Background: an optimization exercise with open tools, aiming at small area. Do not read the settings as production practice. The RTL was checked by simulation tests, not by an equivalence proof against the original design. Power figures rest on the tool's default switching activity, not on a simulated workload.

File: design.v
module yduck_soc (
	input wire clk,
	input wire rst,                  
	output wire [15:0] rom_addr,
	input wire [15:0] rom_data,
	input wire [15:0] gpio_in,
	output wire [15:0] gpio_out,
	output wire T0_PWM_P,
	output wire T0_PWM_N,
	output wire T1_PWM_P,
	output wire T1_PWM_N,
	input wire [3:0] intp_ext,
	input wire intp_s
);
localparam NF=4'h0, LD=4'h1, SV=4'h2, IN=4'h3, SW=4'h4, WR=4'h5, CR=4'h6, LA=4'h7,
           LO=4'h8, AD=4'h9, SB=4'ha, JW=4'hb, JA=4'hc, LL=4'hd, LR=4'he, TL=4'hf;
reg        rst_r;
reg [15:0] PC;
reg [15:0] rom_addr_r;
reg [15:0] DK;
reg [15:0] RX [2:14];
reg [15:0] idata_r;
reg        jpc, jpc_r, dwi;
reg        pcb_v;
reg [15:0] pcb_d;
reg [2:0]  state;
reg        sen;
reg [15:0] PC_r;
reg [15:0] mem [0:31];
reg [4:0]  ram_addr_r;
reg        ram_sel_r;
reg [15:0] rdata_r;
reg [15:0] gpio_in_reg, gpio_out_reg;
reg [15:0] TCTR, TATS0, TATS0_r, TCMP0, TCMP0_r, TCNT0, TATS1, TATS1_r, TCMP1, TCMP1_r, TCNT1;
reg        intp_T0, intp_T1;
reg [10:0] INTC;
reg [15:0] INT0, INT1;
reg [7:0]  intp_i_r, intp_i_rr;
reg        int_vld;
assign rom_addr = rom_addr_r;
assign gpio_out = gpio_out_reg;
always @(posedge clk) rst_r <= rst;
always @(posedge clk) rom_addr_r <= PC;
localparam IDLE=3'h0, CPL=3'h1, WBK=3'h2, RIN=3'h3, IED=3'h4;
wire int_req = int_vld | intp_s;
always @(posedge clk) begin
	if (rst) begin
		sen <= 1'b0;
		state <= IDLE;
	end else begin
		if (int_req) begin
			sen <= 1'b1;
			state <= CPL;
			PC_r <= PC;
		end
		if (sen)
			if (state < IED)
				state <= state + 3'd1;
			else begin
				state <= IDLE;
				sen <= 1'b0;
			end
		else if (state != IDLE)
			state <= IDLE;
	end
end
wire wbk = (state == WBK);
wire inp = (state == CPL) | (state == WBK) | (state == RIN);
wire [15:0] idata = (jpc | jpc_r | dwi | inp) ? 16'h0 : rom_data;
wire [3:0]  op_d  = idata[15:12];
wire [3:0]  op2   = idata[7:4];
wire        dsw_d = (op_d <= SW);
wire        dsv   = (op_d == SV) | (dsw_d & (op2 == SV));
always @(posedge clk) begin
	if (rst_r) begin
		idata_r <= 16'h0;
		jpc <= 1'b0;
		jpc_r <= 1'b0;
		dwi <= 1'b0;
	end else begin
		idata_r <= idata;
		jpc <= (op_d == JA) | (op_d == JW);
		jpc_r <= jpc;
		dwi <= dsv;
	end
end
wire [3:0] op    = idata_r[15:12];
wire       dsw_r = (op <= SW);
wire [7:0] imm   = idata_r[7:0];
wire       int_jpc = jpc | wbk;
wire [3:0] ra = idata_r[11:8];
wire       op2r_ok = (idata_r[7:4] == NF) | (idata_r[7:4] == SV) | (idata_r[7:4] == IN) | (idata_r[7:4] == SW);
wire [3:0] rb = dsw_r ? (op2r_ok ? idata_r[3:0] : 4'h0) :
                ((op == CR) | (op == LA) | (op == LO)) ? idata_r[7:4] : 4'h1;
wire [15:0] pc_rd = (int_jpc & pcb_v) ? pcb_d : PC;
reg [15:0] a, b;
always @(*) begin
	case (ra)
		4'h0: a = 16'h0;
		4'h1: a = DK;
		4'hf: a = pc_rd;
		default: a = RX[ra];
	endcase
	case (rb)
		4'h0: b = 16'h0;
		4'h1: b = DK;
		4'hf: b = pc_rd;
		default: b = RX[rb];
	endcase
end
wire [15:0] d_dout;
wire [3:0] sh = a[3:0] + idata_r[3:0];
reg [15:0] din0;
reg [3:0]  waddr0;
reg        we0;
always @(*) begin
	din0 = 16'h0;
	waddr0 = 4'h1;
	we0 = 1'b1;
	case (op)
		NF: begin din0 = ~a; waddr0 = ra; end
		LD: begin din0 = d_dout; waddr0 = ra; end
		SV: begin we0 = 1'b0; waddr0 = 4'h0; end
		IN: begin din0 = a + 16'h1; waddr0 = ra; end
		SW: begin din0 = {a[7:0], a[15:8]}; waddr0 = ra; end
		WR: begin din0 = a; waddr0 = idata_r[7:4]; end
		CR: din0 = (a > b) ? 16'h1 : 16'h0;
		LA: din0 = a & b;
		LO: din0 = a | b;
		AD: din0 = b + a + {8'h0, imm};
		SB: din0 = b - a - {8'h0, imm};
		JW: begin din0 = a + {8'h0, imm}; waddr0 = 4'hf; we0 = (b != 16'h0); end
		JA: begin din0 = a + {8'h0, imm}; waddr0 = 4'hf; end
		LL: din0 = b << sh;
		LR: din0 = b >> sh;
		TL: begin
			if (idata_r[0] ? ~idata_r[1] : (a == 16'h0))
				din0 = {b[14:0], b[15]};
			else
				din0 = {b[0], b[15:1]};
		end
	endcase
end
reg [15:0] din1;
reg        we1;
always @(*) begin
	din1 = 16'h0;
	we1 = 1'b0;
	if (dsw_r)
		case (op2)
			NF: begin din1 = ~b; we1 = 1'b1; end
			IN: begin din1 = b + 16'h1; we1 = 1'b1; end
			SW: begin din1 = {b[7:0], b[15:8]}; we1 = 1'b1; end
			default: ;
		endcase
end
wire [3:0] waddr1 = idata_r[3:0];
wire [15:0] idin0 = wbk ? PC_r : din0;
wire [3:0]  iwa0  = wbk ? 4'he : waddr0;
wire        iwe0  = wbk | we0;
wire [15:0] idin1 = wbk ? 16'h0004 : din1;
wire [3:0]  iwa1  = wbk ? 4'hf : waddr1;
wire        iwe1  = wbk | we1;
wire [15:0] DKD = (iwe0 & (iwa0 == 4'h1)) ? idin0 :
                  (iwe1 & (iwa1 == 4'h1)) ? idin1 : DK;
wire w0pc = iwe0 & (iwa0 == 4'hf);
wire w1pc = iwe1 & (iwa1 == 4'hf);
integer k;
always @(posedge clk) begin
	if (rst) begin
		DK <= 16'h0;
		PC <= 16'h0;
		for (k = 2; k <= 14; k = k + 1) RX[k] <= 16'h0;
		pcb_v <= 1'b0;
	end else begin
		if (iwe0 & (iwa0 == 4'h1)) DK <= idin0;
		else if (iwe1 & (iwa1 == 4'h1)) DK <= idin1;
		for (k = 2; k <= 14; k = k + 1)
			if (iwe0 & (iwa0 == k)) RX[k] <= idin0;
			else if (iwe1 & (iwa1 == k)) RX[k] <= idin1;
		if (int_jpc) begin
			if (w0pc) PC <= idin0;
			else if (w1pc) PC <= idin1;
		end else if (~dsv)
			PC <= PC + 16'h1;
		pcb_v <= w0pc | w1pc;
	end
end
always @(posedge clk) pcb_d <= w0pc ? idin0 : idin1;
wire        d_we = ~rst & dwi & (op == SV);
wire [15:0] d_din = a;
wire [3:0]  bank = DKD[15:12];
wire [11:0] off  = DKD[11:0];
always @(posedge clk)
	if (d_we & (bank == 4'h0)) mem[DKD[4:0]] <= d_din;
reg [15:0] rsel;
always @(*) begin
	rsel = 16'h0;
	case (bank)
		4'h1: if (off == 12'h000) rsel = gpio_in_reg;
		4'h2: case (off)
			12'h000: rsel = TCTR;
			12'h004: rsel = TCNT0;
			12'h007: rsel = TCNT1;
			default: ;
		endcase
		4'h3: case (off)
			12'h000: rsel = {5'h0, INTC};
			12'h001: rsel = INT0;
			12'h002: rsel = INT1;
			default: ;
		endcase
		default: ;
	endcase
end
always @(posedge clk) begin
	ram_addr_r <= DKD[4:0];
	ram_sel_r <= (bank == 4'h0);
	rdata_r <= rsel;
end
assign d_dout = ram_sel_r ? mem[ram_addr_r] : rdata_r;
always @(posedge clk) gpio_in_reg <= gpio_in;
always @(posedge clk)
	if (rst) gpio_out_reg <= 16'h0;
	else if (d_we & (bank == 4'h1) & (off == 12'h001)) gpio_out_reg <= d_din;
wire t_we = d_we & (bank == 4'h2);
always @(posedge clk) begin
	if (rst) begin
		TCTR <= 16'h0;
		TATS0 <= 16'h0;
		TATS1 <= 16'h0;
		TCMP0 <= 16'h0;
		TCMP1 <= 16'h0;
	end else if (t_we)
		case (off)
			12'h000: TCTR <= d_din;
			12'h002: TATS0 <= d_din;
			12'h003: TCMP0 <= d_din;
			12'h005: TATS1 <= d_din;
			12'h006: TCMP1 <= d_din;
			default: ;
		endcase
end
wire eq0 = (TCNT0 == TATS0_r);
wire eq1 = (TCNT1 == TATS1_r);
always @(posedge clk) begin
	if (rst) begin
		TCNT0 <= 16'h0;
		TCNT1 <= 16'h0;
		intp_T0 <= 1'b0;
		intp_T1 <= 1'b0;
	end else begin
		if (TCTR[0] & ~eq0) TCNT0 <= TCNT0 + 16'h1;
		else TCNT0 <= 16'h0;
		if (~TCTR[0] | eq0) begin
			TATS0_r <= TATS0;
			TCMP0_r <= TCMP0;
		end
		if (TCTR[8] & ~eq1) TCNT1 <= TCNT1 + 16'h1;
		else TCNT1 <= 16'h0;
		if (~TCTR[8] | eq1) begin
			TATS1_r <= TATS1;
			TCMP1_r <= TCMP1;
		end
		intp_T0 <= TCTR[0] & eq0 & TCTR[8] & eq1;
		if (TCTR[8] & eq1) intp_T1 <= 1'b1;
	end
end
assign T0_PWM_P = (TCNT0 <= TCMP0_r) ? TCTR[1] : ~TCTR[1];
assign T0_PWM_N = ~T0_PWM_P;
assign T1_PWM_P = (TCNT1 <= TCMP1_r) ? TCTR[9] : ~TCTR[9];
assign T1_PWM_N = ~T1_PWM_P;
wire [31:0] INTA = {INT1, INT0};
wire [7:0]  intp_i = {intp_ext, 2'b0, intp_T1, intp_T0};
wire i_we = d_we & (bank == 4'h3);
always @(posedge clk) begin
	if (rst) begin
		INTC[7:0] <= 8'h0;
		INT0 <= 16'h0;
		INT1 <= 16'h0;
	end else if (i_we)
		case (off)
			12'h000: INTC[7:0] <= d_din[7:0];
			12'h001: INT0 <= d_din;
			12'h002: INT1 <= d_din;
			default: ;
		endcase
end
reg [7:0] intp_c, intp_tg, intp_h;
reg       intp_ht;
reg [2:0] intp_hn;
integer j;
always @(*) begin
	for (j = 0; j <= 7; j = j + 1) begin
		intp_c[j] = INTA[4*j] ? intp_i[j] : 1'b0;
		case ({INTA[4*j+3], INTA[4*j+2]})
			2'b00: intp_tg[j] = intp_i_r[j];
			2'b01: intp_tg[j] = ~intp_i_r[j];
			2'b10: intp_tg[j] = intp_i_r[j] & ~intp_i_rr[j];
			2'b11: intp_tg[j] = ~intp_i_r[j] & intp_i_rr[j];
		endcase
		intp_h[j] = ~INTA[4*j+1] & intp_tg[j];
	end
	intp_ht = |intp_h;
	casez (intp_h)
		8'b???????1: intp_hn = 3'h0;
		8'b??????10: intp_hn = 3'h1;
		8'b?????100: intp_hn = 3'h2;
		8'b????1000: intp_hn = 3'h3;
		8'b???10000: intp_hn = 3'h4;
		8'b??100000: intp_hn = 3'h5;
		8'b?1000000: intp_hn = 3'h6;
		8'b10000000: intp_hn = 3'h7;
		default:     intp_hn = 3'h0;
	endcase
end
wire intp_l0 = INTA[1] & intp_tg[0];
always @(posedge clk) begin
	if (rst) begin
		intp_i_r <= 8'h0;
		intp_i_rr <= 8'h0;
		int_vld <= 1'b0;
		INTC[10:8] <= 3'h0;
	end else begin
		intp_i_r <= intp_c;
		intp_i_rr <= intp_i_r;
		int_vld <= INTC[0] & (intp_ht | intp_l0);
		INTC[10:8] <= (INTC[0] & intp_ht) ? intp_hn : 3'h0;
	end
end
endmodule
File: run.sh
#!/bin/bash
# synth_recipe.tcl (not shown) runs the flow's synth.tcl, then flattens the netlist and writes it again
# the make line also repeats each setting of config.mk as NAME=value (left out here)
make -C /OpenROAD-flow-scripts/flow DESIGN_CONFIG=/design/flow/config.mk WORK_HOME=/design/flow/orfs CLKGATE_MAP_FILE= SYNTH_SCRIPT=/design/flow/synth_recipe.tcl finish
File: config.mk
export PLATFORM = sky130hd
export DESIGN_NAME = yduck_soc
export DESIGN_NICKNAME = yduck_soc
export VERILOG_FILES = /design/flow/design.v
export SDC_FILE = /design/flow/constraint.sdc
export NUM_CORES = 4
export LEC_CHECK = 0
export CAP_MARGIN = 20
export CORE_MARGIN = 2
export CORE_UTILIZATION = 65
export CTS_BUF_LIST = sky130_fd_sc_hd__clkbuf_4 sky130_fd_sc_hd__clkbuf_8
export SLEW_MARGIN = 20
File: constraint.sdc
create_clock -name core_clock -period 12.0 [get_ports {clk}]
set_input_delay 2.4000 -clock core_clock [delete_from_list [all_inputs] [get_ports {clk}]]
set_output_delay 2.4000 -clock core_clock [all_outputs]
set_load 0.01 [all_outputs]
==> out/qor.yml, run 1 <==
grt_pass1_vias: 58850
avgSynthCellArea_um2: 10.70
synth.yosys.seq_area_share_pct: 48.07
cts-resized-gates: 0
tool.error: "[ERROR GRT-0116] Global routing finished with congestion. Check the congestion regions in the DRC Viewer."
yosysTopAreaCellShare_pct: 30.29
ys_types: 132
grt_overflow: 5
die_w_um: 304.5
netlist_area_um2: 58680
status: "aborted with a tool error"
cts-root-buf: "clkbuf_8"
cts_buffers: 177
yosys_warnings: 34
synthTopCellsByArea: "edfxtp_1 30%, dfxtp_1 18%, mux4_2 6.0%"
syn_inst: 5482
grt_max_degree: 101
clockBufferDepth: 3
lastStage: "5_1_grt"
io_pins: 75
port_buffers: 74
place_area_um2: 60870
dieHeight_um: 304.5
htree_levels: 4
cts_setup_buffers: 0
globalplace.congestion: 1.128
rows: 110
synth_fp_nets: 5678
synth_edf_count: 592
grt_use_total_pct: 69.70
yosys_register_bits: 1113
start_util_pct: 65.39
dpl.hpwl_mm: 201.9
yosys.area.top_type: "edfxtp_1"
synthArstFlopShare_pct: 0
cts.sinks: 1113
grt_pass1_wl_mm: 457.5
postCtsHoldBufs: 0
synthFlopType: "edfxtp_1"
==> per-stage QoR <==
step,setup WS (ps),std cells,total power (µW)
2_1_floorplan,3396,5482,6401
3_3_place_gp,2056,6513,7746
3_5_place_dp,1877,6513,7909
4_1_cts,1601,6839,11540
==> layer usage <==
| layer | GRT usage, % | GRT overflow |
|---|---|---|
| met5 | 17.57 | 0 |
| met1 | 72.24 | 1 |
| met2 | 89.04 | 3 |
| met4 | 67.91 | 1 |
| met3 | 48.72 | 0 |
==> kinds of logic after synthesis <==
family,share of synthesized area [%]
flip-flops,48.07
AO/OA/AOI/OAI,17.78
buffers and inverters,4.299
adder cells (fa/ha/maj),3.603
AND/OR/NAND/NOR,13.30
multiplexers,11.46
XOR/XNOR,1.493
==> power groups by stage <==
| stage | logic, µW | clock network [µW] | registers [µW] |
|---|---|---|---|
| floorplan | 2090 | 0 | 4310 |
| global placement | 3320 | 0 | 4430 |
| detailed placement | 3470 | 0 | 4440 |
| CTS | 3530 | 3650 | 4360 |
==> synth_stat cells (88+ instances only) <==
| cell type | number |
|---|---|
| nor2_1 | 513 |
| nand4_1 | 88 |
| mux2i_1 | 284 |
| dfxtp_1 | 521 |
| nand2_1 | 454 |
| a211oi_1 | 312 |
| ha_1 | 137 |
| inv_1 | 131 |
| a21oi_1 | 238 |
| o21ai_0 | 213 |
| edfxtp_1 | 592 |
| mux4_2 | 156 |
| clkbuf_1 | 285 |
| nand3_1 | 137 |
==> how the worst max path moves through the flow <==
stage | startpoint | to | slack [ps]
floorplan | state[0] | mem[9][0] | 3400
global placement | idata_r[13] | TCMP1[5] | 2060
detailed placement | idata_r[13] | mem[2][13] | 1880
CTS | idata_r[13] | mem[16][7] | 1600
==> run 2, diff against run 1 <==
--- a/config.mk
+++ b/config.mk
@@ -7,6 +7,6 @@
 export LEC_CHECK = 0
 export CAP_MARGIN = 20
 export CORE_MARGIN = 2
-export CORE_UTILIZATION = 65
+export CORE_UTILIZATION = 50
 export CTS_BUF_LIST = sky130_fd_sc_hd__clkbuf_4 sky130_fd_sc_hd__clkbuf_8
 export SLEW_MARGIN = 20
==> out/qor.yml, run 2 <==
status: "no timing/DRC/antenna violations"
grt_use_total_pct: 43.47
yosysTopAreaCellShare_pct: 30.29  # unchanged
tritoncts: "built"
drv_slew: 0
cts_buffers: 181  # +2.3%
largest_register_ffs: 512
cp_max_fo: 32
syn_inst: 5482  # unchanged
tns_ps: 0
place_area_um2: 61230  # +0.58%
viasPerCell: 6.933
dp_cells: 6849  # +5.2%
wl_per_cell_um: 36.72
relSlewSlack_pct: 13.81
hold_violations: 0
clockBufferDepth: 3  # unchanged
slowest_stage: "or4b_1"
synth_edf_count: 592  # unchanged
yosys_warnings: 34  # unchanged
rows: 125  # +14%
start_util_pct: 50.43  # -15 points
nFillCells: 10020
max_stage_delay_ps: 720
htree_levels: 4  # unchanged
yosysMostFrequentCell: "edfxtp_1"
cts-root-buf: "clkbuf_8"
grt_antenna_before_repair: 21
crit_family: "compound AO/OA/AOI/OAI gates"
crit_buf_inv: 4
grt_max_degree: 92
cts.sinks: 1113  # unchanged
synthTopCellsByArea: "edfxtp_1 30%, dfxtp_1 18%, mux4_2 6.0%"
endpoint_kind: "flip-flop"
cp_common_cell: "buf_4"
wirelength_mm: 264.0
syn2layout_area_growth_pct: 11.03
yosys.area.top_type: "edfxtp_1"
multiInputGateArea_um2: 28230
dr.pass1.iters: 7
period_minus_slack_ps: 10600
vias: 49850
ff_latch_area_um2: 28230
avgSynthCellArea_um2: 10.70  # unchanged
die-area_um2: 120100
worstMarginPinSlew_ps: 1290
drtAntennaViolNets: 0
grt_pass1_vias: 47810
netlist_top_cells_count: "592 x edfxtp_1, 521 x dfxtp_1, 513 x nor2_1, 454 x nand2_1, 312 x a211oi_1"
yosys_register_bits: 1113  # unchanged
setup_violations: 0
drt_iter0_drc: 7224
final_nets: 5707
cts_setup_buffers: 0  # unchanged
insertion_delay_ps: 990
drv_cap: 0
crit_path_start_kind: "flip-flop"
synthFlopType: "edfxtp_1"
io_pins: 75  # unchanged
die_w_um: 346.6  # +14%
hold_ws_ps: 407.3
port_buffers: 74  # unchanged
skew_ps: 122.2
drc_errors: 0
netlist_area_um2: 58680  # unchanged
rsz0062_at_grt: "false"
layout_commonest_cell: "edfxtp_1"
critPathRequiredTime_ps: 12590
grt_pass1_wl_mm: 370.1
ys_types: 132  # unchanged
max-vdd-ir-drop_mv: 0.1181
grt_overflow: 0
fin_cells: 7190
globalplace.congestion: 1.158  # +2.7%
final_area_um2: 65150
p_total_uw: 11480
synthArstFlopShare_pct: 0  # unchanged
clk_pin_slew_worst_paths_ps: 70
p_leak_uw: 0.02294
dieHeight_um: 346.6  # +14%
synth_fp_nets: 5678  # unchanged
p_per_area_nw_per_um2: 176.1
postCtsHoldBufs: 0  # unchanged
fmax_mhz: 94.31
worstPathArrival_ps: 11200
hp-class: "flip-flop to flip-flop"
synth.yosys.seq_area_share_pct: 48.07  # unchanged
fp.coreArea_um2: 116400
drive_gt1_share_pct: 15.31
dpl.hpwl_mm: 188.9  # -6.5%
cts-resized-gates: 0  # unchanged
layout_common_cells: "592 x edfxtp_1, 514 x dfxtp_1, 499 x nor2_1"
period_share_pct: 88.36
critPathKind: "flip-flop to flip-flop"
## run 2: cell counts after synthesis
No cell type changed its count.
## run 2: path summary, 6_finish.rpt
check	from	cells past startpoint	to	slack, ps
worst max-delay path	idata_r[15]	27	mem[1][3]	1400
worst min-delay path	TATS1[7]	0	TATS1_r[7]	410
worst max register to register	idata_r[15]	27	mem[1][3]	1400
worst min register to register	TATS1[7]	0	TATS1_r[7]	410
## run 2: routing by layer
layer | track usage (%) | up-vias | wire length (µm)
li1 | - | 20970 | -
met1 | 51.51 | 24240 | 94750
met2 | 66.70 | 3429 | 116700
met3 | 11.60 | 1184 | 26230
met4 | 35.17 | 18 | 26170
met5 | 0.04002 | - | 111
## run 2: kinds of logic (layout without fill, tap and decap cells)
family / count (synthesis) / after routing / share of synthesized area, %
xor+xnor: 100 / 100 / 1.493
compound gates: 1442 / 1442 / 17.78
mux: 471 / 471 / 11.46
other cells: 0 / 8 / 0
fa+ha+maj: 157 / 157 / 3.603
flops: 1113 / 1113 / 48.07
simple gates: 1617 / 1617 / 13.30
buf+inv: 582 / 758 / 4.299
## run 2: worst register-to-register path: cells and delay by family, from the launching register on
family / cells / cell delay (ps)
adders and majority gates: 2 / 780
and+or+nand+nor: 6 / 2770
DFF: 1 / 300
buffers and inverters: 4 / 1340
AOI/OAI and AO/OA: 14 / 4930
xor gates and xnor gates: 1 / 140
## run 2: metrics by stage
stage	util, %	setup WS, ps
finish	55.99	1396
global route	55.98	1324
CTS	55.92	1834
detailed placement	52.62	1938
global placement	52.61	1963
floorplan	-	3396
## run 2: layout make-up
| class | instances | share of cell area [%] |
|---|---|---|
| tap | 1524 | 2.927 |
| sequential | 1113 | 43.33 |
| inverter | 143 | 0.8315 |
| clock inverter | 69 | 0.9103 |
| timing repair buffer | 285 | 3.654 |
| clock buffer | 261 | 4.995 |
| multi-input combinational | 3787 | 43.33 |
| antenna | 8 | 0.03073 |
## run 2: report_power, final
| group | leakage [µW] | total, µW | switching (µW) | internal [µW] |
|---|---|---|---|---|
| clock | 0.00202 | 3510 | 1650 | 1860 |
| sequential | 0.00970 | 4400 | 216 | 4180 |
| combinational | 0.0112 | 3570 | 2480 | 1090 |
| total | 0.0229 | 11500 | 4350 | 7130 |
==> run 3, diff against run 2 <==
--- a/design.v
+++ b/design.v
@@ -94,51 +94,67 @@
                 ((op == CR) | (op == LA) | (op == LO)) ? idata_r[7:4] : 4'h1;
 wire [15:0] pc_rd = (int_jpc & pcb_v) ? pcb_d : PC;
 reg [15:0] a, b;
+integer n;
 always @(*) begin
-	case (ra)
-		4'h0: a = 16'h0;
-		4'h1: a = DK;
-		4'hf: a = pc_rd;
-		default: a = RX[ra];
-	endcase
-	case (rb)
-		4'h0: b = 16'h0;
-		4'h1: b = DK;
-		4'hf: b = pc_rd;
-		default: b = RX[rb];
-	endcase
+	a = (DK & {16{ra == 4'h1}}) | (pc_rd & {16{ra == 4'hf}});
+	b = (DK & {16{rb == 4'h1}}) | (pc_rd & {16{rb == 4'hf}});
+	for (n = 2; n <= 14; n = n + 1) begin
+		a = a | (RX[n] & {16{ra == n}});
+		b = b | (RX[n] & {16{rb == n}});
+	end
 end
 wire [15:0] d_dout;
+wire op_ad = (op == AD), op_sb = (op == SB), op_cr = (op == CR);
+wire op_j  = (op == JA) | (op == JW);
+wire op_in = (op == IN);
+wire use_b = op_ad | op_sb | op_cr;
+wire use_i = op_ad | op_sb | op_j;
+wire op_nf = (op == NF);
+wire inv   = op_sb | op_cr | op_nf;
+wire [15:0] ximm = use_i ? {8'h0, imm} : 16'h0;
+wire [15:0] xa = a ^ {16{inv}};
+wire [15:0] xi = ximm ^ {16{op_sb}};
+wire [15:0] xb = use_b ? b : 16'h0;
+wire [1:0]  cin = {1'b0, op_sb | op_cr | op_in} + {1'b0, op_sb};
+wire [16:0] sum = {1'b0, xb} + {1'b0, xa} + {1'b0, xi} + {15'h0, cin};
+wire        cr_bit = ~sum[16];
 wire [3:0] sh = a[3:0] + idata_r[3:0];
+wire       shl = (op == LL);
+reg  [15:0] b_rev, s_rev;
+wire [15:0] sh_in = shl ? b_rev : b;
+wire [15:0] sh_out = sh_in >> sh;
+integer q;
+always @(*) for (q = 0; q < 16; q = q + 1) begin
+	b_rev[q] = b[15-q];
+	s_rev[q] = sh_out[15-q];
+end
+wire [15:0] shres = shl ? s_rev : sh_out;
+wire rotl = idata_r[0] ? ~idata_r[1] : (a == 16'h0);
+wire [15:0] rot = rotl ? {b[14:0], b[15]} : {b[0], b[15:1]};
 reg [15:0] din0;
 reg [3:0]  waddr0;
 reg        we0;
 always @(*) begin
-	din0 = 16'h0;
+	din0 = sum[15:0];
 	waddr0 = 4'h1;
 	we0 = 1'b1;
 	case (op)
-		NF: begin din0 = ~a; waddr0 = ra; end
+		NF: waddr0 = ra;
 		LD: begin din0 = d_dout; waddr0 = ra; end
 		SV: begin we0 = 1'b0; waddr0 = 4'h0; end
-		IN: begin din0 = a + 16'h1; waddr0 = ra; end
+		IN: waddr0 = ra;
 		SW: begin din0 = {a[7:0], a[15:8]}; waddr0 = ra; end
-		WR: begin din0 = a; waddr0 = idata_r[7:4]; end
-		CR: din0 = (a > b) ? 16'h1 : 16'h0;
+		WR: waddr0 = idata_r[7:4];
+		CR: din0 = {15'h0, cr_bit};
 		LA: din0 = a & b;
 		LO: din0 = a | b;
-		AD: din0 = b + a + {8'h0, imm};
-		SB: din0 = b - a - {8'h0, imm};
-		JW: begin din0 = a + {8'h0, imm}; waddr0 = 4'hf; we0 = (b != 16'h0); end
-		JA: begin din0 = a + {8'h0, imm}; waddr0 = 4'hf; end
-		LL: din0 = b << sh;
-		LR: din0 = b >> sh;
-		TL: begin
-			if (idata_r[0] ? ~idata_r[1] : (a == 16'h0))
-				din0 = {b[14:0], b[15]};
-			else
-				din0 = {b[0], b[15:1]};
-		end
+		AD: ;
+		SB: ;
+		JW: begin waddr0 = 4'hf; we0 = (b != 16'h0); end
+		JA: waddr0 = 4'hf;
+		LL: din0 = shres;
+		LR: din0 = shres;
+		TL: din0 = rot;
 	endcase
 end
 reg [15:0] din1;
@@ -165,19 +181,21 @@
                   (iwe1 & (iwa1 == 4'h1)) ? idin1 : DK;
 wire w0pc = iwe0 & (iwa0 == 4'hf);
 wire w1pc = iwe1 & (iwa1 == 4'hf);
+wire [15:0] wd0 = idin0 & {16{~rst}};
+wire [15:0] wd1 = idin1 & {16{~rst}};
 integer k;
 always @(posedge clk) begin
+	if (rst | (iwe0 & (iwa0 == 4'h1)) | (iwe1 & (iwa1 == 4'h1)))
+		DK <= (iwe0 & (iwa0 == 4'h1)) ? wd0 : wd1;
+	for (k = 2; k <= 14; k = k + 1)
+		if (rst | (iwe0 & (iwa0 == k)) | (iwe1 & (iwa1 == k)))
+			RX[k] <= (iwe0 & (iwa0 == k)) ? wd0 : wd1;
+end
+always @(posedge clk) begin
 	if (rst) begin
-		DK <= 16'h0;
 		PC <= 16'h0;
-		for (k = 2; k <= 14; k = k + 1) RX[k] <= 16'h0;
 		pcb_v <= 1'b0;
 	end else begin
-		if (iwe0 & (iwa0 == 4'h1)) DK <= idin0;
-		else if (iwe1 & (iwa1 == 4'h1)) DK <= idin1;
-		for (k = 2; k <= 14; k = k + 1)
-			if (iwe0 & (iwa0 == k)) RX[k] <= idin0;
-			else if (iwe1 & (iwa1 == k)) RX[k] <= idin1;
 		if (int_jpc) begin
 			if (w0pc) PC <= idin0;
 			else if (w1pc) PC <= idin1;
@@ -189,10 +207,14 @@
 always @(posedge clk) pcb_d <= w0pc ? idin0 : idin1;
 wire        d_we = ~rst & dwi & (op == SV);
 wire [15:0] d_din = a;
+wire [15:0] pwd = d_din & {16{~rst}};
 wire [3:0]  bank = DKD[15:12];
 wire [11:0] off  = DKD[11:0];
+wire [15:0] sta  = (idata_r[3:0] == 4'h1) ? ~b : DK;
+wire [3:0]  sbank = sta[15:12];
+wire [11:0] soff  = sta[11:0];
 always @(posedge clk)
-	if (d_we & (bank == 4'h0)) mem[DKD[4:0]] <= d_din;
+	if (d_we & (sbank == 4'h0)) mem[sta[4:0]] <= d_din;
 reg [15:0] rsel;
 always @(*) begin
 	rsel = 16'h0;
@@ -218,28 +240,24 @@
 	ram_sel_r <= (bank == 4'h0);
 	rdata_r <= rsel;
 end
-assign d_dout = ram_sel_r ? mem[ram_addr_r] : rdata_r;
+reg [15:0] ram_q;
+integer m;
+always @(*) begin
+	ram_q = 16'h0;
+	for (m = 0; m < 32; m = m + 1)
+		ram_q = ram_q | (mem[m] & {16{ram_addr_r == m}});
+end
+assign d_dout = ram_sel_r ? ram_q : rdata_r;
 always @(posedge clk) gpio_in_reg <= gpio_in;
 always @(posedge clk)
-	if (rst) gpio_out_reg <= 16'h0;
-	else if (d_we & (bank == 4'h1) & (off == 12'h001)) gpio_out_reg <= d_din;
-wire t_we = d_we & (bank == 4'h2);
+	if (rst | (d_we & (sbank == 4'h1) & (soff == 12'h001))) gpio_out_reg <= pwd;
+wire t_we = d_we & (sbank == 4'h2);
 always @(posedge clk) begin
-	if (rst) begin
-		TCTR <= 16'h0;
-		TATS0 <= 16'h0;
-		TATS1 <= 16'h0;
-		TCMP0 <= 16'h0;
-		TCMP1 <= 16'h0;
-	end else if (t_we)
-		case (off)
-			12'h000: TCTR <= d_din;
-			12'h002: TATS0 <= d_din;
-			12'h003: TCMP0 <= d_din;
-			12'h005: TATS1 <= d_din;
-			12'h006: TCMP1 <= d_din;
-			default: ;
-		endcase
+	if (rst | (t_we & (soff == 12'h000))) TCTR <= pwd;
+	if (rst | (t_we & (soff == 12'h002))) TATS0 <= pwd;
+	if (rst | (t_we & (soff == 12'h003))) TCMP0 <= pwd;
+	if (rst | (t_we & (soff == 12'h005))) TATS1 <= pwd;
+	if (rst | (t_we & (soff == 12'h006))) TCMP1 <= pwd;
 end
 wire eq0 = (TCNT0 == TATS0_r);
 wire eq1 = (TCNT1 == TATS1_r);
@@ -266,25 +284,27 @@
 		if (TCTR[8] & eq1) intp_T1 <= 1'b1;
 	end
 end
-assign T0_PWM_P = (TCNT0 <= TCMP0_r) ? TCTR[1] : ~TCTR[1];
+reg gt0, gt1;
+always @(posedge clk) begin
+	if (rst) begin
+		gt0 <= 1'b0;
+		gt1 <= 1'b0;
+	end else begin
+		gt0 <= TCTR[0] & ~eq0 & (gt0 | (TCNT0 == TCMP0_r));
+		gt1 <= TCTR[8] & ~eq1 & (gt1 | (TCNT1 == TCMP1_r));
+	end
+end
+assign T0_PWM_P = gt0 ^ TCTR[1];
 assign T0_PWM_N = ~T0_PWM_P;
-assign T1_PWM_P = (TCNT1 <= TCMP1_r) ? TCTR[9] : ~TCTR[9];
+assign T1_PWM_P = gt1 ^ TCTR[9];
 assign T1_PWM_N = ~T1_PWM_P;
 wire [31:0] INTA = {INT1, INT0};
 wire [7:0]  intp_i = {intp_ext, 2'b0, intp_T1, intp_T0};
-wire i_we = d_we & (bank == 4'h3);
+wire i_we = d_we & (sbank == 4'h3);
 always @(posedge clk) begin
-	if (rst) begin
-		INTC[7:0] <= 8'h0;
-		INT0 <= 16'h0;
-		INT1 <= 16'h0;
-	end else if (i_we)
-		case (off)
-			12'h000: INTC[7:0] <= d_din[7:0];
-			12'h001: INT0 <= d_din;
-			12'h002: INT1 <= d_din;
-			default: ;
-		endcase
+	if (rst | (i_we & (soff == 12'h000))) INTC[7:0] <= pwd[7:0];
+	if (rst | (i_we & (soff == 12'h001))) INT0 <= pwd;
+	if (rst | (i_we & (soff == 12'h002))) INT1 <= pwd;
 end
 reg [7:0] intp_c, intp_tg, intp_h;
 reg       intp_ht;
--- a/config.mk
+++ b/config.mk
@@ -5,8 +5,11 @@
 export SDC_FILE = /design/flow/constraint.sdc
 export NUM_CORES = 4
 export LEC_CHECK = 0
+export ABC_AREA = 1
 export CAP_MARGIN = 20
 export CORE_MARGIN = 2
 export CORE_UTILIZATION = 50
-export CTS_BUF_LIST = sky130_fd_sc_hd__clkbuf_4 sky130_fd_sc_hd__clkbuf_8
+export CTS_BUF_LIST = sky130_fd_sc_hd__clkbuf_16
+export CTS_CLUSTER_DIAMETER = 70
+export CTS_CLUSTER_SIZE = 24
 export SLEW_MARGIN = 20
==> out/qor.yml, run 3 <==
synthFlopType: "edfxtp_1"
rows: 119  # -4.8%
worstPathArrival_ps: 9200  # -2000 ps
yosys_register_bits: 1115  # +0.18%
synthMuxAreaShare_pct: 0  # -11 points
synth.yosys.seq_area_share_pct: 60.51  # +12 points
drt_iter0_drc: 5609  # -22%
start_util_pct: 50.22  # -0.21 points
drtAntennaViolNets: 0  # unchanged
place_area_um2: 55410  # -9.5%
synthArstFlopShare_pct: 0  # unchanged
slowest_stage: "a21oi_1"
vias: 41990  # -16%
p_per_area_nw_per_um2: 202.3  # +15%
cts-root-buf: "clkbuf_16"
grt_use_total_pct: 36.03  # -7.4 points
worst_slack_ps: 3430  # +2033 ps
dr.pass1.iters: 6  # -1
largest_register_ffs: 512  # unchanged
avgSynthCellArea_um2: 9.839  # -8.1%
layout_commonest_cell: "nand2_1"
postCtsHoldBufs: 0  # unchanged
max_stage_delay_ps: 860  # +140 ps
final_area_um2: 57850  # -11%
drive_gt1_share_pct: 8.033  # -7.3 points
io_pins: 75  # unchanged
port_buffers: 74  # unchanged
relSlewSlack_pct: 20.79  # +7.0 points
synth_top_family_by_area: "simple AND/OR/NAND/NOR gates"
grt_antenna_before_repair: 7  # -67%
cts-resized-gates: 0  # unchanged
grt_pass1_wl_mm: 278.2  # -25%
dp_slack_ps: 3858  # +1920 ps
critPathKind: "flip-flop to flip-flop"
cts_buffers: 70  # -61%
htree_levels: 3  # -1
crit_buf_inv: 6  # +2
cp_common_cell: "nand2_1"
hold_violations: 0  # unchanged
drv_slew: 0  # unchanged
cts_setup_buffers: 0  # unchanged
worstMarginPinSlew_ps: 1185  # -105.5 ps
tns_ps: 0  # unchanged
wl_per_cell_um: 28.44  # -23%
max-vdd-ir-drop_mv: 0.1131  # -4.2%
die-area_um2: 107900  # -10%
synth_edf_count: 952  # +61%
yosys.area_share.simple_pct: 22.36  # +9.1 points
skew_ps: 34.74  # -87.42 ps
yosys.area.top_type: "edfxtp_1"
p_total_uw: 11700  # +2.0%
crit_family: "simple AND/OR/NAND/NOR gates"
grt_max_degree: 84  # -8.7%
fp.coreArea_um2: 104800  # -9.9%
hp-class: "flip-flop to flip-flop"
yosys_warnings: 2  # -94%
synthTopCellsByArea: "edfxtp_1 54%, nand2_1 9.3%, dfxtp_1 6.2%"
insertion_delay_ps: 700  # -290 ps
tritoncts: "built"
fmax_mhz: 116.7  # +24%
cp_max_fo: 83  # +160%
die_w_um: 328.5  # -5.2%
hold_ws_ps: 404.4  # -2.930 ps
wirelength_mm: 195.8  # -26%
synth_fp_nets: 5435  # -4.3%
netlist_top_cells_count: "1,311 x nand2_1, 952 x edfxtp_1, 561 x nand3_1, 467 x nor2_1, 372 x inv_1"
syn2layout_area_growth_pct: 9.907
nFillCells: 9306  # -7.1%
r2r_setup_slack_ps: 3430  # +2030 ps
viasPerCell: 6.098  # -12%
yosysMostFrequentCell: "nand2_1"
synth_compound_area_share_pct: 9.121  # -8.7 points
grt_overflow: 0  # unchanged
globalplace.congestion: 1.062  # -8.3%
period_share_pct: 71.42  # -17 points
synth-xor-area-share_pct: 1.645  # +0.15 points
dieHeight_um: 328.5  # -5.2%
layout_common_cells: "1,311 x nand2_1, 952 x edfxtp_1, 559 x nand3_1"
syn_inst: 5350  # -2.4%
yosysTopAreaCellShare_pct: 54.31  # +24 points
ys_types: 70  # -47%
grt_pass1_vias: 39310  # -18%
p_leak_uw: 0.02151  # -6.2%
dpl.hpwl_mm: 136.5  # -28%
endpoint_kind: "flip-flop"
setup_violations: 0  # unchanged
clockBufferDepth: 3  # unchanged
cts.sinks: 1115  # +0.18%
synth_adder_area_share_pct: 1.364  # -2.2 points
period_minus_slack_ps: 8570  # -2033 ps
rsz0062_at_grt: "false"
final_nets: 5521  # -3.3%
critPathRequiredTime_ps: 12630  # +40 ps
status: "no timing/DRC/antenna violations"
netlist_area_um2: 52640  # -10%
drc_errors: 0  # unchanged
drv_cap: 0  # unchanged
crit_path_start_kind: "flip-flop"
clk_pin_slew_worst_paths_ps: 100  # +30 ps
## run 3: cell count changes in the layout (fill, tap and decap cells not counted), moves of 126 or more
cell,previous run,this run
o21ai_0,208,334
mux2i_1,284,0
nand2_1,449,1311
nand3_1,137,559
dfxtp_1,514,163
clkbuf_8,208,0
mux4_2,156,0
a211oi_1,310,19
edfxtp_1,592,952
inv_1,129,380
## run 3: cell type report
cell class,instances,area (µm²),share of cell area [%]
clock buffers,73,1827,3.158
well taps,1391,1740,3.008
clock inverters,53,581.8,1.006
inverters,404,1521,2.630
multi-input cells,3595,18260,31.57
flip-flops and latches,1115,31850,55.05
diodes,4,10.01,0.01730
repair buffers,250,2059,3.560
## run 3: final timing paths
check | startpoint | to | cells past startpoint
min reg2reg | TATS1[13] | TATS1_r[13] | 0
min | TATS1[13] | TATS1_r[13] | 0
max | state[0] | rdata_r[15] | 37
max reg2reg | state[0] | rdata_r[15] | 37
## run 3: cells by family (layout without fill, tap and decap cells)
logic type      count (synthesis)  count (layout)
fa+ha+maj                      46              46
xor+xnor                       98              98
other cells                     0               4
flops                        1115            1115
buf+inv                       640             780
compound gates                782             782
simple gates                 2669            2669
## run 3: layer usage
| metal | wire length, µm | global-route usage [%] |
|---|---|---|
| met5 | 52 | 0 |
| met4 | 14910 | 22.41 |
| met3 | 17910 | 6.537 |
| met2 | 88660 | 56.72 |
| met1 | 74270 | 46.34 |
## run 3: report_power, final
| group | switching, µW | leakage (µW) | internal, µW |
|---|---|---|---|
| logic | 3050 | 0.00975 | 919 |
| clock network | 1440 | 0.00122 | 1260 |
| registers | 229 | 0.0105 | 4800 |
## run 3: stage by stage
step / cells / util (%)
floorplan: 5350 / -
global placement: 6754 / 52.86
detailed placement: 6754 / 52.86
CTS: 6880 / 55.16
global route: 6881 / 55.18
finish: 6885 / 55.19
## run 3: worst reg2reg max path, delay by kind of cell (launching register included)
family	cells	cell delay, ps
AOI/OAI and AO/OA	6	1660
adders and majority gates	3	1000
xor gates and xnor gates	1	230
and+or+nand+nor	21	3580
DFF	1	390
buffers and inverters	6	1640
==> run 4, diff against run 3 <==
--- a/config.mk
+++ b/config.mk
@@ -9,7 +9,7 @@
 export CAP_MARGIN = 20
 export CORE_MARGIN = 2
 export CORE_UTILIZATION = 50
-export CTS_BUF_LIST = sky130_fd_sc_hd__clkbuf_16
-export CTS_CLUSTER_DIAMETER = 70
-export CTS_CLUSTER_SIZE = 24
+export CTS_BUF_LIST = sky130_fd_sc_hd__clkbuf_8 sky130_fd_sc_hd__clkbuf_16
+export CTS_CLUSTER_DIAMETER = 60
+export CTS_CLUSTER_SIZE = 16
 export SLEW_MARGIN = 20
==> out/qor.yml, run 4 <==
grt_max_degree: 84  # unchanged
cts-root-buf: "clkbuf_16"
critPathLaunch: "state[0]"
dieHeight_um: 328.5  # unchanged
hold_ws_ps: 395.5  # -8.876 ps
drive_gt1_share_pct: 8.591  # +0.56 points
cts_buffers: 96  # +37%
yosysMostFrequentCell: "nand2_1"
worstHoldStart: "PC[5]"
slowest_stage: "a21oi_1"
drtAntennaViolNets: 0  # unchanged
endpoint_kind: "flip-flop"
cts.sinks: 1115  # unchanged
status: "no timing/DRC/antenna violations"
rows: 119  # unchanged
skew_ps: 38.91  # +4.175 ps
period_share_pct: 71.68  # +0.26 points
layout_common_cells: "1,311 x nand2_1, 952 x edfxtp_1, 559 x nand3_1"
relSlewSlack_pct: 10.41  # -10 points
die-area_um2: 107900  # unchanged
netlist_top_cells_count: "1,311 x nand2_1, 952 x edfxtp_1, 561 x nand3_1, 467 x nor2_1, 372 x inv_1"
dpl.hpwl_mm: 136.5  # unchanged
syn_inst: 5350  # unchanged
yosys.area.top_type: "edfxtp_1"
insertion_delay_ps: 720  # +20 ps
cts-resized-gates: 0  # unchanged
drv_slew: 0  # unchanged
rsz0062_at_grt: "false"
synth.yosys.seq_area_share_pct: 60.51  # unchanged
max_stage_delay_ps: 900  # +40 ps
syn2layout_area_growth_pct: 11.49
period_minus_slack_ps: 8601  # +30.87 ps
wl_per_cell_um: 28.40  # -0.12%
cp_common_cell: "nand2_1"
p_leak_uw: 0.02193  # +2.0%
hp-class: "flip-flop to flip-flop"
ff_latch_area_um2: 31850  # unchanged
multiInputGateArea_um2: 18260  # about the same
yosys_register_bits: 1115  # unchanged
drc_errors: 0  # unchanged
postCtsHoldBufs: 0  # unchanged
grt_antenna_before_repair: 8  # +1
layout_commonest_cell: "nand2_1"
worstPathArrival_ps: 9250  # +50 ps
synthArstFlopShare_pct: 0  # unchanged
rr_startpoint: "state[0]"
vias: 42240  # +0.61%
tns_ps: 0  # unchanged
htree_levels: 3  # unchanged
clk_pin_slew_worst_paths_ps: 80  # -20 ps
wirelength_mm: 196.6  # +0.43%
final_nets: 5546  # +0.45%
ys_types: 70  # unchanged
yosys_warnings: 2  # unchanged
io_pins: 75  # unchanged
p_per_area_nw_per_um2: 209.1  # +3.3%
largest_register_ffs: 512  # unchanged
crit_path_start_kind: "flip-flop"
netlist_area_um2: 52640  # unchanged
hold_violations: 0  # unchanged
die_w_um: 328.5  # unchanged
cts_setup_buffers: 0  # unchanged
start_util_pct: 50.22  # unchanged
fp.coreArea_um2: 104800  # unchanged
final_util_pct: 55.99  # +0.79 points
p_total_uw: 12270  # +4.8%
synth_edf_count: 952  # unchanged
avgSynthCellArea_um2: 9.839  # unchanged
clockBufferDepth: 3  # unchanged
dr.pass1.iters: 9  # +3
drt_iter0_drc: 5625  # +0.29%
synthFlopType: "edfxtp_1"
yosysTopAreaCellShare_pct: 54.31  # unchanged
synthTopCellsByArea: "edfxtp_1 54%, nand2_1 9.3%, dfxtp_1 6.2%"
grt_pass1_vias: 39550  # +0.62%
critPathRequiredTime_ps: 12640  # about the same
cp_max_fo: 83  # unchanged
port_buffers: 74  # unchanged
setup_violations: 0  # unchanged
fmax_mhz: 116.3  # -0.36%
grt_overflow: 0  # unchanged
grt_use_total_pct: 36.11  # +0.079 points
critPathKind: "flip-flop to flip-flop"
nFillCells: 9213  # -1.0%
viasPerCell: 6.102  # about the same
grt_pass1_wl_mm: 279.1  # +0.32%
globalplace.congestion: 1.062  # unchanged
drv_cap: 0  # unchanged
max-vdd-ir-drop_mv: 0.1407  # +24%
synth_fp_nets: 5435  # unchanged
worstMarginPinSlew_ps: 1336  # +150.9 ps
tritoncts: "built"
-- run 4: critical path: cells and delay by family (launching register included) --
family,cells,cell delay [ps]
simple gates,21,3500
compound gates,6,1700
buf+inv,6,1670
fa+ha+maj,3,1000
flops,1,380
xor+xnor,1,210
-- run 4: cell type report --
cell class / instances / area share, %
sequential: 1115 / 54.27
multi-input combinational: 3595 / 31.11
clock buffer: 104 / 4.358
timing repair buffer: 249 / 3.497
tap: 1391 / 2.966
inverter: 404 / 2.593
clock inverter: 62 / 1.188
antenna: 3 / 0.01279
-- run 4: per-layer routing --
metal	track usage, %	up-vias	routed length (µm)
li1	-	18920	-
met1	46.67	20300	75430
met2	56.82	2342	89080
met3	6.410	675	17380
met4	22.17	4	14720
met5	0	-	26
-- run 4: stage by stage --
stage,area (µm²),setup slack (ps),instances
final,58680,3399,6923
after detailed placement,55410,3858,6754
after floorplan,52640,6328,5350
after CTS,58670,3804,6920
after global placement,55400,3958,6754
after global routing,58680,2931,6920
-- run 4: cell families after synthesis --
logic type / share of synthesized area [%]
flip-flops: 60.51
buffers and inverters: 5.004
AO/OA/AOI/OAI: 9.121
adder cells (fa/ha/maj): 1.364
XOR/XNOR: 1.645
AND/OR/NAND/NOR: 22.36
-- run 4: worst paths after layout --
path	endpoint	slack [ps]	cells past startpoint
max	rdata_r[15]	3400	37
min reg2reg	rom_addr_r[5]	400	0
min	rom_addr_r[5]	400	0
max reg2reg	rdata_r[15]	3400	37
-- run 4: report_power, final --
group	internal, µW	switching [µW]
Clock	1720	1530
Sequential	4810	230
Combinational	918	3060
Total	7450	4820
==> run 5, diff against run 4 <==
--- a/design.v
+++ b/design.v
@@ -37,6 +37,17 @@
 reg [15:0] INT0, INT1;
 reg [7:0]  intp_i_r, intp_i_rr;
 reg        int_vld;
+function [15:0] inc16(input [15:0] x);
+	reg c;
+	integer i;
+	begin
+		c = 1'b1;
+		for (i = 0; i < 16; i = i + 1) begin
+			inc16[i] = x[i] ^ c;
+			c = c & x[i];
+		end
+	end
+endfunction
 assign rom_addr = rom_addr_r;
 assign gpio_out = gpio_out_reg;
 always @(posedge clk) rst_r <= rst;
@@ -115,8 +126,15 @@
 wire [15:0] xa = a ^ {16{inv}};
 wire [15:0] xi = ximm ^ {16{op_sb}};
 wire [15:0] xb = use_b ? b : 16'h0;
-wire [1:0]  cin = {1'b0, op_sb | op_cr | op_in} + {1'b0, op_sb};
-wire [16:0] sum = {1'b0, xb} + {1'b0, xa} + {1'b0, xi} + {15'h0, cin};
+wire [15:0] s1 = xb ^ xa ^ xi;
+wire [16:0] c1 = {(xb & xa) | (xb & xi) | (xa & xi), op_sb | op_cr | op_in};
+wire [16:0] rc;
+assign rc[0] = op_sb;
+genvar g;
+generate for (g = 0; g < 16; g = g + 1) begin : rca
+	assign rc[g+1] = (s1[g] & c1[g]) | (s1[g] & rc[g]) | (c1[g] & rc[g]);
+end endgenerate
+wire [16:0] sum = {rc[16] ^ c1[16], s1 ^ c1[15:0] ^ rc[15:0]};
 wire        cr_bit = ~sum[16];
 wire [3:0] sh = a[3:0] + idata_r[3:0];
 wire       shl = (op == LL);
@@ -165,7 +183,7 @@
 	if (dsw_r)
 		case (op2)
 			NF: begin din1 = ~b; we1 = 1'b1; end
-			IN: begin din1 = b + 16'h1; we1 = 1'b1; end
+			IN: begin din1 = inc16(b); we1 = 1'b1; end
 			SW: begin din1 = {b[7:0], b[15:8]}; we1 = 1'b1; end
 			default: ;
 		endcase
@@ -200,7 +218,7 @@
 			if (w0pc) PC <= idin0;
 			else if (w1pc) PC <= idin1;
 		end else if (~dsv)
-			PC <= PC + 16'h1;
+			PC <= inc16(PC);
 		pcb_v <= w0pc | w1pc;
 	end
 end
@@ -268,13 +286,13 @@
 		intp_T0 <= 1'b0;
 		intp_T1 <= 1'b0;
 	end else begin
-		if (TCTR[0] & ~eq0) TCNT0 <= TCNT0 + 16'h1;
+		if (TCTR[0] & ~eq0) TCNT0 <= inc16(TCNT0);
 		else TCNT0 <= 16'h0;
 		if (~TCTR[0] | eq0) begin
 			TATS0_r <= TATS0;
 			TCMP0_r <= TCMP0;
 		end
-		if (TCTR[8] & ~eq1) TCNT1 <= TCNT1 + 16'h1;
+		if (TCTR[8] & ~eq1) TCNT1 <= inc16(TCNT1);
 		else TCNT1 <= 16'h0;
 		if (~TCTR[8] | eq1) begin
 			TATS1_r <= TATS1;
--- a/config.mk
+++ b/config.mk
@@ -9,7 +9,7 @@
 export CAP_MARGIN = 20
 export CORE_MARGIN = 2
 export CORE_UTILIZATION = 50
-export CTS_BUF_LIST = sky130_fd_sc_hd__clkbuf_8 sky130_fd_sc_hd__clkbuf_16
-export CTS_CLUSTER_DIAMETER = 60
-export CTS_CLUSTER_SIZE = 16
+export CTS_BUF_LIST = sky130_fd_sc_hd__clkbuf_16
+export CTS_CLUSTER_DIAMETER = 70
+export CTS_CLUSTER_SIZE = 24
 export SLEW_MARGIN = 20
==> out/qor.yml, run 5 <==
die_w_um: 326.9  # -0.49%
hp-class: "flip-flop to flip-flop"
rr_startpoint: "idata_r[13]"
synthArstFlopShare_pct: 0  # unchanged
status: "no timing/DRC/antenna violations"
globalplace.congestion: 1.069  # +0.64%
tns_ps: 0  # unchanged
dr.pass1.iters: 8  # -1
p_per_area_nw_per_um2: 192.2  # -8.0%
ys_types: 66  # -5.7%
period_share_pct: 95.65  # +24 points
drv_cap: 0  # unchanged
drc_errors: 0  # unchanged
yosys.area.top_type: "edfxtp_1"
cts_buffers: 68  # -29%
clk_pin_slew_worst_paths_ps: 90  # about the same
hold_ws_ps: 388.9  # -6.564 ps
netlist_area_um2: 52120  # -0.98%
synth_fp_nets: 5271  # -3.0%
critPathKind: "flip-flop to flip-flop"
ff_latch_area_um2: 31850  # about the same
slowest_stage: "fa_1"
critical_path_cell_count: 44  # +19%
critPathLaunch: "idata_r[13]"
syn_inst: 5135  # -4.0%
drt_iter0_drc: 5316  # -5.5%
skew_ps: 35.46  # -3.451 ps
yosysMostFrequentCell: "nand2_1"
synth.yosys.seq_area_share_pct: 61.11  # +0.60 points
cts-root-buf: "clkbuf_16"
synthFlopType: "edfxtp_1"
hold_violations: 0  # unchanged
yosysTopAreaCellShare_pct: 54.85  # +0.54 points
hold_depth: 0  # unchanged
grt_antenna_before_repair: 2  # -6
postCtsHoldBufs: 0  # unchanged
yosys_warnings: 2  # unchanged
nFillCells: 9114  # -1.1%
worstHoldStart: "PC[11]"
rows: 118  # -0.84%
syn2layout_area_growth_pct: 10.62
dpl.hpwl_mm: 137.4  # +0.66%
viasPerCell: 6.064  # -0.62%
die-area_um2: 106800  # -0.97%
insertion_delay_ps: 700  # -20 ps
yosys_register_bits: 1115  # unchanged
endpoint: "rdata_r[12]"
grt_pass1_vias: 37730  # -4.6%
drive_gt1_share_pct: 10.00  # +1.4 points
cp_max_fo: 13  # -84%
dieHeight_um: 326.9  # -0.49%
netlist_top_cells_count: "1,300 x nand2_1, 952 x edfxtp_1, 515 x nand3_1, 378 x nor2_1, 319 x inv_1"
r2r_cells: 44  # +19%
port_buffers: 74  # unchanged
vias: 40630  # -3.8%
synthTopCellsByArea: "edfxtp_1 55%, nand2_1 9.4%, dfxtp_1 6.3%"
grt_pass1_wl_mm: 276.3  # -1.0%
crit_path_start_kind: "flip-flop"
relSlewSlack_pct: 16.34  # +5.9 points
start_util_pct: 50.36  # +0.14 points
fmax_mhz: 87.12  # -25%
worstMarginPinSlew_ps: 1255  # -80.86 ps
grt_overflow: 0  # unchanged
layout_common_cells: "1,295 x nand2_1, 952 x edfxtp_1, 508 x nand3_1"
avgSynthCellArea_um2: 10.15  # +3.2%
worstPathArrival_ps: 12050  # +2800 ps
p_leak_uw: 0.02200  # +0.31%
wirelength_mm: 196.2  # -0.20%
wl_per_cell_um: 29.28  # +3.1%
period_minus_slack_ps: 11480  # +2877 ps
drtAntennaViolNets: 0  # unchanged
critPathRequiredTime_ps: 12570  # -70 ps
endpoint_kind: "flip-flop"
multiInputGateArea_um2: 17920  # -1.8%
max_stage_delay_ps: 480  # -420 ps
synth_edf_count: 952  # unchanged
crit_family: "adder cells"
io_pins: 75  # unchanged
cp_common_cell: "fa_1"
largest_register_ffs: 512  # unchanged
cts.sinks: 1115  # unchanged
tritoncts: "built"
grt_use_total_pct: 36.34  # +0.23 points
drv_slew: 0  # unchanged
setup_violations: 0  # unchanged
grt_max_degree: 44  # -48%
clockBufferDepth: 3  # unchanged
final_nets: 5406  # -2.5%
crit_buf_inv: 4  # -2
r2r_setup_slack_ps: 520  # -2880 ps
max-vdd-ir-drop_mv: 0.1455  # +3.4%
htree_levels: 3  # unchanged
crit-reg2reg-capture: "rdata_r[12]"
layout_commonest_cell: "nand2_1"
fp.coreArea_um2: 103500  # -1.3%
run 5: cell count changes in the layout (fill, tap and decap cells not counted), sizes merged, moves of 9 or more:
cell	previous run	this run
o21ai	355	327
buf	176	228
clkbuf	104	73
nor2	502	423
xnor2	45	19
nand3	567	526
nor3	47	26
a21oi	159	125
a221oi	71	83
nand4	138	129
fa	19	33
inv	426	388
xor2	53	75
ha	27	64
run 5: logic make-up after synthesis:
group | Yosys count | share of synthesized area, %
simple gates | 2512 | 21.20
flops | 1115 | 61.11
compound gates | 706 | 8.491
buf+inv | 609 | 4.777
fa+ha+maj | 97 | 2.804
xor+xnor | 94 | 1.580
mux | 2 | 0.04321
run 5: layout make-up:
type / instances / area share, %
Multi-Input combinational cell: 3411 / 31.08
Timing Repair Buffer: 302 / 4.314
Clock buffer: 72 / 3.125
Antenna cell: 1 / 0.004340
Inverter: 372 / 2.426
Clock inverter: 48 / 0.8030
Tap cell: 1380 / 2.995
Sequential cell: 1115 / 55.25
run 5: worst min-delay path by stage:
| stage | to | slack [ps] |
|---|---|---|
| after floorplan | rom_addr_r[1] | 360 |
| after global placement | rom_addr_r[11] | 380 |
| after detailed placement | rom_addr_r[0] | 380 |
| after CTS | rom_addr_r[0] | 400 |
| after global routing | TCMP0_r[8] | 410 |
| final | rom_addr_r[11] | 390 |
run 5: timing repair:
action,4_1_cts,5_1_grt
endpoints found under the hold margin,0,0
endpoints found under the setup margin,0,19
buffers inserted,0,2
resized for setup,0,12
run 5: per-layer routing:
layer / GRT usage [%] / part of all wire (%) / routed length, µm
met4: 22.08 / 7.2 / 14140
met5: 0 / 0 / 0
met3: 6.382 / 8.7 / 17020
met2: 56.07 / 45 / 88090
met1: 48.13 / 39 / 76980
run 5: power by group:
| part | switching, µW | internal, µW |
|---|---|---|
| registers | 200 | 4700 |
| logic | 2760 | 859 |
| clock network | 1420 | 1160 |
| total | 4370 | 6710 |
run 5: per-stage QoR:
stage | utilization, % | std cells | power, µW | instance area, µm² | setup WS [ps]
global placement | 53.39 | 6575 | 8440 | 55260 | 356.9
global route | 55.70 | 6700 | 11420 | 57650 | -6.512
floorplan | - | 5135 | 6823 | 52120 | 788.3
detailed placement | 53.40 | 6575 | 8448 | 55270 | 294.2
CTS | 55.59 | 6695 | 10970 | 57530 | 264.0
finish | 55.71 | 6701 | 11080 | 57650 | 521.9
==> run 6, diff against run 5 <==
==> flow/run.sh (new file) <==
#!/bin/bash
# Layout flow: the standard flow (standard.sh), with one change to synthesis:
# ABC maps the combinational logic for area and leaves buffering and gate sizing to
# OpenROAD's repair steps. Flip-flops are mapped (dfflibmap) before ABC runs, so the
# registers, their names and cell types are those of the standard synthesis.
set -euo pipefail
W=$(pwd)
cat > "$W/abc_area_nobuf.script" <<'EOT'
&get -n
&st
&dch
&nf -R 1000 -p
&put
topo
EOT
{
	head -n 1 "$W/synth_recipe.tcl"
	echo "proc abc {args} { set i [lsearch \$args -script]; if {\$i >= 0} { lset args [expr {\$i+1}] $W/abc_area_nobuf.script }; yosys abc {*}\$args }"
	tail -n +2 "$W/synth_recipe.tcl"
} > "$W/area_synth.tcl"
bash "$W/standard.sh" SYNTH_SCRIPT="$W/area_synth.tcl" finish > "$W/make.log" 2>&1
==> standard.sh (new file) <==
#!/bin/bash
# synth_recipe.tcl (not shown) runs the flow's synth.tcl, then flattens the netlist and writes it again
# the make line also repeats each setting of config.mk as NAME=value (left out here)
make -C /OpenROAD-flow-scripts/flow DESIGN_CONFIG=/design/flow/config.mk WORK_HOME=/design/flow/orfs CLKGATE_MAP_FILE= SYNTH_SCRIPT=/design/flow/synth_recipe.tcl "${@:-finish}"
removed: run.sh
==> out/qor.yml, run 6 <==
status: "no timing/DRC/antenna violations"
die_w_um: 312.7  # -4.3%
skew_ps: 38.40  # +2.932 ps
htree_levels: 3  # unchanged
die-area_um2: 97790  # -8.5%
synthMuxAreaShare_pct: 0.7825  # +0.74 points
netlist_area_um2: 47650  # -8.6%
seqPwrFrac_pct: 46.9  # +2.7 points
p_leak_uw: 0.01911  # -13%
yosysMostFrequentCell: "edfxtp_1"
critPathRequiredTime_ps: 12540  # -30 ps
cp_max_fo: 7  # -6
swShare_pct: 35.62  # -3.8 points
synthFlopType: "edfxtp_1"
max_stage_delay_ps: 520  # +40 ps
fp.coreArea_um2: 94730  # -8.5%
crit-reg2reg-capture: "rdata_r[3]"
p_per_area_nw_per_um2: 189.3  # -1.5%
slowest_stage: "fa_1"
synth_adder_area_share_pct: 3.067  # +0.26 points
worstPathArrival_ps: 12140  # +90 ps
port_buffers: 74  # unchanged
layout_commonest_cell: "edfxtp_1"
hold_end: "TCMP1_r[7]"
r2r_setup_slack_ps: 400  # -120 ps
syn_inst: 3661  # -29%
period_share_pct: 96.66  # +1.0 points
start_util_pct: 50.30  # -0.055 points
dieHeight_um: 312.7  # -4.3%
drv_cap: 0  # unchanged
grt_pass1_vias: 32880  # -13%
layout_common_cells: "952 x edfxtp_1, 365 x nand2_1, 348 x nor2_1"
synth_edf_count: 952  # unchanged
r2r_cells: 44  # unchanged
synth-xor-area-share_pct: 1.801  # +0.22 points
synth_top_family_by_area: "compound AO/OA/AOI/OAI gates"
final_util_pct: 57.99  # +2.3 points
relSlewSlack_pct: 20.01  # +3.7 points
drtAntennaViolNets: 0  # unchanged
avgSynthCellArea_um2: 13.02  # +28%
dpl.hpwl_mm: 109.8  # -20%
rr_startpoint: "idata_r[13]"
grt_pass1_wl_mm: 234.1  # -15%
crit_path_start_kind: "flip-flop"
cts.sinks: 1115  # unchanged
drt_iter0_drc: 6464  # +22%
endpoint_kind: "flip-flop"
yosys.area_share.simple_pct: 11.72  # -9.5 points
cts_buffers: 66  # -2.9%
grt_use_total_pct: 33.03  # -3.3 points
synth.yosys.seq_area_share_pct: 66.84  # +5.7 points
synth_compound_area_share_pct: 15.38  # +6.9 points
dr.pass1.iters: 13  # +5
clk_pin_slew_worst_paths_ps: 90  # about the same
hp-class: "flip-flop to flip-flop"
yosys.area.top_type: "edfxtp_1"
synth_fp_nets: 3797  # -28%
tritoncts: "built"
fmax_mhz: 86.21  # -1.0%
viasPerCell: 6.602  # +8.9%
yosys_warnings: 2  # unchanged
netlist_top_cells_count: "952 x edfxtp_1, 372 x nor2_1, 368 x nand2_1, 263 x o21ai_0, 242 x a21oi_1"
worstHoldStart: "TCMP1[7]"
drc_errors: 0  # unchanged
synthTopCellsByArea: "edfxtp_1 60%, dfxtp_1 6.8%, a222oi_1 4.1%"
critPathKind: "flip-flop to flip-flop"
cp_common_cell: "fa_2"
cts-root-buf: "clkbuf_16"
grt_max_degree: 60  # +36%
setup_violations: 0  # unchanged
final_nets: 4202  # -22%
yosys_register_bits: 1115  # unchanged
globalplace.congestion: 0.9877  # -7.6%
clkPwrFrac_pct: 24.3  # +1.1 points
max-vdd-ir-drop_mv: 0.1332  # -8.4%
wl_per_cell_um: 30.59  # +4.4%
dp_cells: 5254  # -20%
grt_overflow: 0  # unchanged
worst_slack_ps: 401.0  # -120.9 ps
p_sw_uw: 3703  # -15%
wirelength_mm: 164.8  # -16%
yosysTopAreaCellShare_pct: 59.99  # +5.1 points
insertion_delay_ps: 680  # -20 ps
io_pins: 75  # unchanged
drv_slew: 0  # unchanged
vias: 35570  # -12%
grt_antenna_before_repair: 9  # +7
hold_violations: 0  # unchanged
dp_slack_ps: -171.0  # -465.3 ps
hold_ws_ps: 422.9  # +33.93 ps
syn2layout_area_growth_pct: 15.29
combPwrFrac_pct: 28.8  # -3.8 points
largest_register_ffs: 512  # unchanged
synthArstFlopShare_pct: 0  # unchanged
worstMarginPinSlew_ps: 1197  # -57.89 ps
drive_gt1_share_pct: 12.55  # +2.5 points
hold_depth: 0  # unchanged
fin_cells: 5388  # -20%
period_minus_slack_ps: 11600  # +120.9 ps
ys_types: 60  # -9.1%
p_total_uw: 10400  # -6.2%
clockBufferDepth: 3  # unchanged
internal_power_uw: 6694  # -0.23%
rows: 113  # -4.2%
-- run 6: power by group through the flow --
stage	clock network [µW]	registers, µW	logic, µW
floorplan	0	4880	1470
global placement	0	4950	2860
detailed placement	0	4950	2870
CTS	2550	4870	2890
global route	2680	4890	3140
finish	2530	4880	3000
-- run 6: what timing repair did --
item / in CTS / in global routing
gates resized for setup: 8 / 21
gates cloned: 1 / 0
endpoints found under the setup margin: 16 / 16
hold buffers: 0 / 0
setup buffers: 4 / 4
hold endpoints to repair: 0 / 0
pin swaps: 4 / 21
-- run 6: worst max-delay path: cells and delay by family, from the launching register on --
kind / cells / cell delay [ps]
flip-flops: 1 / 370
AND/OR/NAND/NOR: 9 / 1330
AO/OA/AOI/OAI: 13 / 2550
XOR/XNOR: 1 / 60
buffers and inverters: 4 / 500
adder cells (fa/ha/maj): 17 / 6680
-- run 6: how the worst max path moves through the flow --
stage                  endpoint   startpoint  slack (ps)
floorplan            rdata_r[1]  idata_r[12]          30
global placement     rdata_r[4]  idata_r[12]         -70
detailed placement   rdata_r[4]  idata_r[12]        -170
CTS                  rdata_r[4]  idata_r[15]          20
global route        rdata_r[10]  idata_r[13]         -50
finish               rdata_r[3]  idata_r[13]         400
-- run 6: cell type report --
class	instances	area [µm²]
Antenna cell	3	7.507
Clock buffer	69	1727
Timing Repair Buffer	337	2726
Sequential cell	1115	31860
Inverter	51	192.7
Clock inverter	53	491.7
Multi-Input combinational cell	2495	16350
Fill cell	7707	39790
Tap cell	1265	1583
-- run 6: per-stage QoR --
| stage | TNS (ps) | instance area (µm²) |
|---|---|---|
| after floorplan | 0 | 47950 |
| after global placement | -643.0 | 52490 |
| after detailed placement | -1913 | 52490 |
| after CTS | 0 | 54780 |
| after global routing | -403.3 | 54930 |
| final | 0 | 54940 |
-- run 6: cell families after synthesis --
logic type      count (synthesis)
compound gates               1063
xor+xnor                       98
fa+ha+maj                      97
buf+inv                        51
flops                        1115
mux                            37
simple gates                 1200
-- run 6: metal layers --
metal	track usage, %	routed length (µm)	vias up
met5	0	27	-
met4	14.38	7936	4
li1	-	-	15410
met3	5.644	16260	436
met2	50.98	74150	2160
met1	46.37	66430	17560

## static timing again, ports no longer ideal
How much do the figures lean on ideal ports? The routed layouts below were timed once more, with nothing changed but the port constraints. Step 1, drivers: a clkbuf_16 drives clk and a buf_2 each remaining input, both assumed. Step 2, shift: input delay + t, output delay - t, t = (earliest + latest rising clock arrival at the registers) / 2. This alone moves slack from input paths to output paths. a / b / c = ideal / step 1 / step 2; a / b = the first two.
run	shift t [ns]	slack for setup (ns)	hold slack, ns	worst setup path after step 2	clock arrival spread, ns
run 2	1.017	1.396 / 1.396 / 1.396	0.407 / 0.407 / 0.407	register to register	0.122 / 0.122
run 3	0.759	3.430 / 3.430 / 3.430	0.404 / 0.404 / 0.404	register to register	0.035 / 0.034
run 4	0.782	3.399 / 3.399 / 3.399	0.395 / 0.395 / 0.395	register to register	0.039 / 0.039
run 5	0.768	0.522 / 0.522 / 0.522	0.389 / 0.389 / 0.389	register to register	0.036 / 0.035
run 6	0.733	0.401 / 0.401 / 0.401	0.423 / 0.423 / 0.423	register to register	0.038 / 0.038
After both steps setup and hold are still met in every run listed.
